Context: an optimization exercise on an open-source flow, tuned for small area, a short achievable clock period and few clock cycles. The choices shown serve that exercise and are no tape-out recipe. Function was checked by simulation only, so behaviour that the tests miss may differ from the original.

==> flow/design.v <==
module MUL_DIV_top (
    input           clk,
    input           rst_n,
    input  [31:0]   data1,
    input  [31:0]   data2,
    input           MUL_DIV_start,
    input  [2:0]    MUL_DIV_ctrl,
    output [31:0]   MUL_DIV_out,
    output          MUL_DIV_done
);
localparam [3:0] S_IDLE = 4'd0, S_MUL = 4'd1, S_TAIL = 4'd2, S_CORR = 4'd3,
                 S_DPREP = 4'd4, S_ZCHK = 4'd5, S_UP = 4'd6, S_DOWN = 4'd7,
                 S_RCOR = 4'd8, S_FIX = 4'd9, S_UPN = 4'd10;
function [2:0] booth;
    input [2:0] b;
    begin
        booth[2] = b[1] ^ b[0];
        booth[1] = (b == 3'b011) | (b == 3'b100);
        booth[0] = b[2] & ~(b[1] & b[0]);
    end
endfunction
reg  [3:0]  state;
reg         done_r;
reg         op_rem;          
reg         osel;            
reg  [5:0]  cnt;             
reg  [1:0]  ph;              
reg         corr;
reg         asgn, qneg;
reg  [34:0] X;
reg  [31:0] Y;
reg  [32:0] M;
reg         one0, two0, neg0, one1, two1, six1, neg1, magy;
wire        cin = neg0;      
localparam W = 37;
wire [W-1:0] Mx   = {{(W-33){M[32]}}, M};
wire [W-1:0] mag0 = (one0 ? Mx : {W{1'b0}}) | (two0 ? {Mx[W-2:0], 1'b0} : {W{1'b0}})
                  | (magy ? {{(W-32){1'b0}}, Y} : {W{1'b0}});
wire [W-1:0] mag1 = (one1 ? {Mx[W-3:0], 2'b00} : {W{1'b0}}) | (two1 ? {Mx[W-4:0], 3'b000} : {W{1'b0}})
                  | (six1 ? {Mx[W-7:0], 6'b000000} : {W{1'b0}});
wire [W-1:0] A    = {{(W-35){X[34]}}, X};
wire [W-1:0] B    = mag0 ^ {W{neg0}};
wire [W-1:0] C    = mag1 ^ {W{neg1}};
wire [W-1:0] cs_s = A ^ B ^ C;
wire [W-1:0] cs_c = {(A[W-2:0] & B[W-2:0]) | (A[W-2:0] & C[W-2:0]) | (B[W-2:0] & C[W-2:0]), neg1};
wire [W-1:0] S    = cs_s + cs_c + {{(W-1){1'b0}}, cin};
wire         s_neg = S[W-1];
wire        in_div  = MUL_DIV_ctrl[2];
wire        in_as   = in_div ? ~MUL_DIV_ctrl[0] : (MUL_DIV_ctrl[1:0] != 2'd3);  
wire        in_bs   = in_div ? ~MUL_DIV_ctrl[0] : ~MUL_DIV_ctrl[1];             
wire        in_asgn = data1[31] & in_as;
wire        in_bsgn = data2[31] & in_bs;
wire        in_dz   = (data2 == 32'd0);
wire [31:0] in_ae   = data1 ^ {32{in_asgn}};
wire        in_g1   = ~|in_ae[31:7];
wire        in_g2   = ~|in_ae[31:15];
wire        in_g3   = ~|in_ae[31:23];
wire [2:0]  in_jg   = in_g1 ? 3'd1 : in_g2 ? 3'd2 : in_g3 ? 3'd3 : 3'd4;
reg [3:0] nstate;
reg       ndone;
always @* begin
    nstate = state;
    ndone  = 1'b0;
    case (state)
        S_IDLE:  if (MUL_DIV_start) begin
                     if (!in_div) nstate = S_MUL;
                     else if (in_dz) begin nstate = S_IDLE; ndone = 1'b1; end
                     else nstate = in_asgn ? S_DPREP : S_ZCHK;
                 end
        S_MUL:   if (cnt[2:0] == 3'd1) begin
                     if (ph != 2'd0) nstate = S_TAIL;
                     else if (corr) nstate = S_CORR;
                     else begin nstate = S_IDLE; ndone = 1'b1; end
                 end
        S_TAIL:  if (ph == 2'd1) begin nstate = S_IDLE; ndone = 1'b1; end
        S_CORR:  begin nstate = S_IDLE; ndone = 1'b1; end
        S_DPREP: nstate = S_ZCHK;
        S_ZCHK:  if (s_neg) begin nstate = S_IDLE; ndone = 1'b1; end    
                 else nstate = S_UP;
        S_UP, S_UPN: nstate = s_neg ? S_DOWN : S_UPN;
        S_DOWN:  if (cnt == 6'd0) begin
                     if (op_rem & ~asgn & ~s_neg) begin nstate = S_IDLE; ndone = 1'b1; end   
                     else if (op_rem) nstate = S_RCOR;
                     else if (qneg) nstate = S_FIX;
                     else begin nstate = S_IDLE; ndone = 1'b1; end
                 end
        S_RCOR:  if (asgn) nstate = S_FIX;
                 else begin nstate = S_IDLE; ndone = 1'b1; end
        S_FIX:   begin nstate = S_IDLE; ndone = 1'b1; end
        default: nstate = S_IDLE;
    endcase
end
always @(posedge clk or negedge rst_n) begin
    if (!rst_n) begin
        state  <= S_IDLE;
        done_r <= 1'b0;
    end else begin
        state  <= nstate;
        done_r <= ndone;
    end
end
wire [2:0] bd0_in  = booth({data1[1:0], 1'b0});
wire [2:0] bd1_in  = booth(data1[3:1]);
wire [2:0] bd0_y   = booth(Y[5:3]);
wire [2:0] bd1_y   = booth(Y[7:5]);
wire       msgn    = M[32];
localparam [7:0] C_ZERO  = 8'b000_0000_0;
localparam [7:0] C_CORR  = 8'b100_0000_0;      
localparam [7:0] C_NEGY  = 8'b001_0000_1;      
reg  [7:0] nctl;    
wire [7:0] c_m1  = {2'b10, ~msgn, 4'b0000, 1'b0};          
wire [7:0] c_p1  = {2'b10,  msgn, 4'b0000, 1'b0};          
wire [7:0] c_m2  = {2'b01, ~msgn, 4'b0000, 1'b0};          
wire [7:0] c_m4  = {3'b000, 3'b100, ~msgn, 1'b0};          
wire [7:0] c_m8  = {3'b000, 3'b010, ~msgn, 1'b0};          
wire [7:0] c_m64 = {3'b000, 3'b001, ~msgn, 1'b0};          
reg        flip;    
always @* begin
    nctl = C_ZERO;
    flip = 1'b0;
    case (state)
        S_IDLE:  if (!in_div) nctl = {bd0_in, bd1_in[2:1], 1'b0, bd1_in[0], 1'b0};
                 else if (in_asgn) nctl = C_NEGY;
                 else nctl = {2'b10, ~in_bsgn, 4'b0000, 1'b0};
        S_MUL:   if (cnt[2:0] != 3'd1) nctl = {bd0_y, bd1_y[2:1], 1'b0, bd1_y[0], 1'b0};
                 else if (corr && ph == 2'd0) nctl = C_CORR;
        S_DPREP: nctl = c_m1;
        S_ZCHK:  nctl = c_m8;
        S_UP, S_UPN: nctl = s_neg ? c_m4 : c_m64;
        S_DOWN:  begin
                     if (cnt != 6'd0) nctl = (ph == 2'd0) ? c_m2 : c_m1;
                     else if (op_rem) nctl = s_neg ? c_p1 : C_ZERO;   
                     else nctl = C_NEGY;
                     flip = (cnt != 6'd0) & s_neg;
                 end
        S_RCOR:  nctl = C_NEGY;
        default: nctl = C_ZERO;
    endcase
end
always @(posedge clk) {one0, two0, neg0, one1, two1, six1, neg1, magy} <= nctl ^ {2'b00, flip, 3'b000, flip, 1'b0};
always @(posedge clk) begin
    case (state)
        S_IDLE: if (MUL_DIV_start) begin
            op_rem <= MUL_DIV_ctrl[2] & MUL_DIV_ctrl[1];
            X      <= (in_div & ~in_asgn) ? {3'b000, data1} : 35'd0;
            Y      <= data1 | {32{in_div & ~MUL_DIV_ctrl[1] & in_dz}};   
            M      <= {in_bsgn, data2};
            osel   <= ~in_div & (MUL_DIV_ctrl[1:0] != 2'd0);
            cnt    <= in_div ? 6'd2 : {2'b00, in_jg, 1'b0};
            ph     <= 3'd4 - in_jg;
            corr   <= data1[31] & ~in_as;
            asgn   <= in_asgn;
            qneg   <= in_asgn ^ in_bsgn;
        end
        S_MUL: begin
            X   <= {{2{S[W-1]}}, S[W-1:4]};
            Y   <= {S[3:0], Y[31:4]};
            cnt <= cnt - 6'd1;
        end
        S_TAIL: begin
            X    <= {{8{X[34]}}, X[34:8]};
            Y    <= {X[7:0], Y[31:8]};
            ph   <= ph - 2'd1;
        end
        S_CORR: X <= S[34:0];
        S_DPREP: X <= {3'b000, S[31:0]};                   
        S_ZCHK: begin
            if (!op_rem) Y <= 32'd0;                       
        end
        S_UP:  ph <= 2'd0;
        S_UPN: begin
            M    <= {M[29:0], 3'b000};
            cnt  <= cnt + 6'd3;
            ph   <= 2'd0;
        end
        S_DOWN: begin
            X    <= (cnt == 6'd0 && !op_rem) ? 35'd0 : S[34:0];
            Y    <= {Y[30:0], ~s_neg};
            if (ph == 2'd2 && cnt != 6'd0) M <= {M[32], M[32:1]};
            if (cnt == 6'd0) osel <= op_rem & ~asgn & ~s_neg;
            if (ph != 2'd2) ph <= ph + 2'd1;
            cnt  <= cnt - 6'd1;
        end
        S_RCOR: begin
            X <= 35'd0;
            Y <= S[31:0];
        end
        S_FIX: Y <= S[31:0];
        default: ;
    endcase
end
assign MUL_DIV_out  = osel ? X[31:0] : Y;
assign MUL_DIV_done = done_r;
endmodule
clock: 9.0 ns
lec_check: 0
cap_margin: 5
core_margin: 2
core_utilization: 40
setup_slack_margin: 4.6
slew_margin: 5
standard.sh (not shown) runs the stock make flow with config.mk's settings and CLKGATE_MAP_FILE= SYNTH_SCRIPT=/design/flow/synth_recipe.tcl, a recipe that flattens the netlist after the stock synthesis.
==> flow/flow/run.sh <==
#!/bin/bash
# Own layout flow: the standard ORFS flow with two changes in how the
# layout is built:
#  - the buffer ORFS puts on every input and output port is the smallest one,
#    sky130_fd_sc_hd__buf_1;
#  - clock tree synthesis uses clusters of up to 30 sinks, clkbuf_8 buffers and
#    no dummy loads.
set -euo pipefail
export BUFFER_PORTS_ARGS="-buffer_cell sky130_fd_sc_hd__buf_1"
export CTS_ARGS="-sink_clustering_enable -repair_clock_nets -sink_clustering_size 30 -sink_clustering_max_diameter 80 -buf_list sky130_fd_sc_hd__clkbuf_8 -dont_use_dummy_load"
bash standard.sh > standard.log 2>&1
Testbench counts at the start, summed over its fixed seeds: cycles 70,916.
Rerun with:
--- a/flow/design.v
+++ b/flow/design.v
@@ -30,8 +30,7 @@
 reg  [34:0] X;
 reg  [31:0] Y;
 reg  [32:0] M;
-reg         one0, two0, neg0, one1, two1, six1, neg1, magy;
-wire        cin = neg0;      
+reg         one0, two0, neg0, one1, two1, six1, neg1, magy, cin;
 localparam W = 37;
 wire [W-1:0] Mx   = {{(W-33){M[32]}}, M};
 wire [W-1:0] mag0 = (one0 ? Mx : {W{1'b0}}) | (two0 ? {Mx[W-2:0], 1'b0} : {W{1'b0}})
@@ -104,25 +103,25 @@
 wire [2:0] bd0_y   = booth(Y[5:3]);
 wire [2:0] bd1_y   = booth(Y[7:5]);
 wire       msgn    = M[32];
-localparam [7:0] C_ZERO  = 8'b000_0000_0;
-localparam [7:0] C_CORR  = 8'b100_0000_0;      
-localparam [7:0] C_NEGY  = 8'b001_0000_1;      
-reg  [7:0] nctl;    
-wire [7:0] c_m1  = {2'b10, ~msgn, 4'b0000, 1'b0};          
-wire [7:0] c_p1  = {2'b10,  msgn, 4'b0000, 1'b0};          
-wire [7:0] c_m2  = {2'b01, ~msgn, 4'b0000, 1'b0};          
-wire [7:0] c_m4  = {3'b000, 3'b100, ~msgn, 1'b0};          
-wire [7:0] c_m8  = {3'b000, 3'b010, ~msgn, 1'b0};          
-wire [7:0] c_m64 = {3'b000, 3'b001, ~msgn, 1'b0};          
+localparam [8:0] C_ZERO  = 9'b000_0000_00;
+localparam [8:0] C_CORR  = 9'b100_0000_00;     
+localparam [8:0] C_NEGY  = 9'b001_0000_11;     
+reg  [8:0] nctl;    
+wire [8:0] c_m1  = {2'b10, ~msgn, 4'b0000, 1'b0, ~msgn};   
+wire [8:0] c_p1  = {2'b10,  msgn, 4'b0000, 1'b0,  msgn};   
+wire [8:0] c_m2  = {2'b01, ~msgn, 4'b0000, 1'b0, ~msgn};   
+wire [8:0] c_m4  = {3'b000, 3'b100, ~msgn, 2'b00};         
+wire [8:0] c_m8  = {3'b000, 3'b010, ~msgn, 2'b00};         
+wire [8:0] c_m64 = {3'b000, 3'b001, ~msgn, 2'b00};         
 reg        flip;    
 always @* begin
     nctl = C_ZERO;
     flip = 1'b0;
     case (state)
-        S_IDLE:  if (!in_div) nctl = {bd0_in, bd1_in[2:1], 1'b0, bd1_in[0], 1'b0};
+        S_IDLE:  if (!in_div) nctl = {bd0_in, bd1_in[2:1], 1'b0, bd1_in[0], 1'b0, bd0_in[0]};
                  else if (in_asgn) nctl = C_NEGY;
-                 else nctl = {2'b10, ~in_bsgn, 4'b0000, 1'b0};
-        S_MUL:   if (cnt[2:0] != 3'd1) nctl = {bd0_y, bd1_y[2:1], 1'b0, bd1_y[0], 1'b0};
+                 else nctl = {2'b10, ~in_bsgn, 4'b0000, 1'b0, ~in_bsgn};
+        S_MUL:   if (cnt[2:0] != 3'd1) nctl = {bd0_y, bd1_y[2:1], 1'b0, bd1_y[0], 1'b0, bd0_y[0]};
                  else if (corr && ph == 2'd0) nctl = C_CORR;
         S_DPREP: nctl = c_m1;
         S_ZCHK:  nctl = c_m8;
@@ -137,7 +136,7 @@
         default: nctl = C_ZERO;
     endcase
 end
-always @(posedge clk) {one0, two0, neg0, one1, two1, six1, neg1, magy} <= nctl ^ {2'b00, flip, 3'b000, flip, 1'b0};
+always @(posedge clk) {one0, two0, neg0, one1, two1, six1, neg1, magy, cin} <= nctl ^ {2'b00, flip, 3'b000, flip, 1'b0, flip};
 always @(posedge clk) begin
     case (state)
         S_IDLE: if (MUL_DIV_start) begin
Global-route usage went up by 0.88 points.
Die area went down by 2.5%.
Utilization went up by 1.7 points.
Register-to-register slack is worse by 97 ps.
Worst setup slack is worse by 44 ps.
Final cell count went down by 0.33%.
Testbench counts after the change, summed over its fixed seeds: cycles 70,916.

static timing again, ports no longer ideal:
Ports are ideal in the flow. The routed layouts listed here were re-timed in OpenROAD. Step 1 sets driving cells, clkbuf_16 on the clock port and buf_2 on the other inputs (assumed; they add their load-dependent delay and slew). Step 2 adds t to the input delays and takes it off the output delays; t is the mean of the earliest and latest rising clock arrival at the registers after step 1. Input paths then give back, and output paths get back, about the clock's delay inside the block. Three values: no drivers, after step 1, after step 2; two values: the first two.
run | t, ns | setup WS [ns] | hold WS [ns] | slew at the worst register clock pin (ns)
the first run | 0.516 | 4.667 / 4.682 / 4.166 | 0.627 / 0.627 / 0.627 | 0.11 / 0.11
the second run | 0.533 | 4.623 / 4.623 / 4.348 | 0.628 / 0.628 / 0.628 | 0.09 / 0.09
After both steps setup and hold are still met in every run listed. For the first run, which loses most, drivers alone change the setup slack by +0.015 ns; drivers and shift together by -0.501 ns.
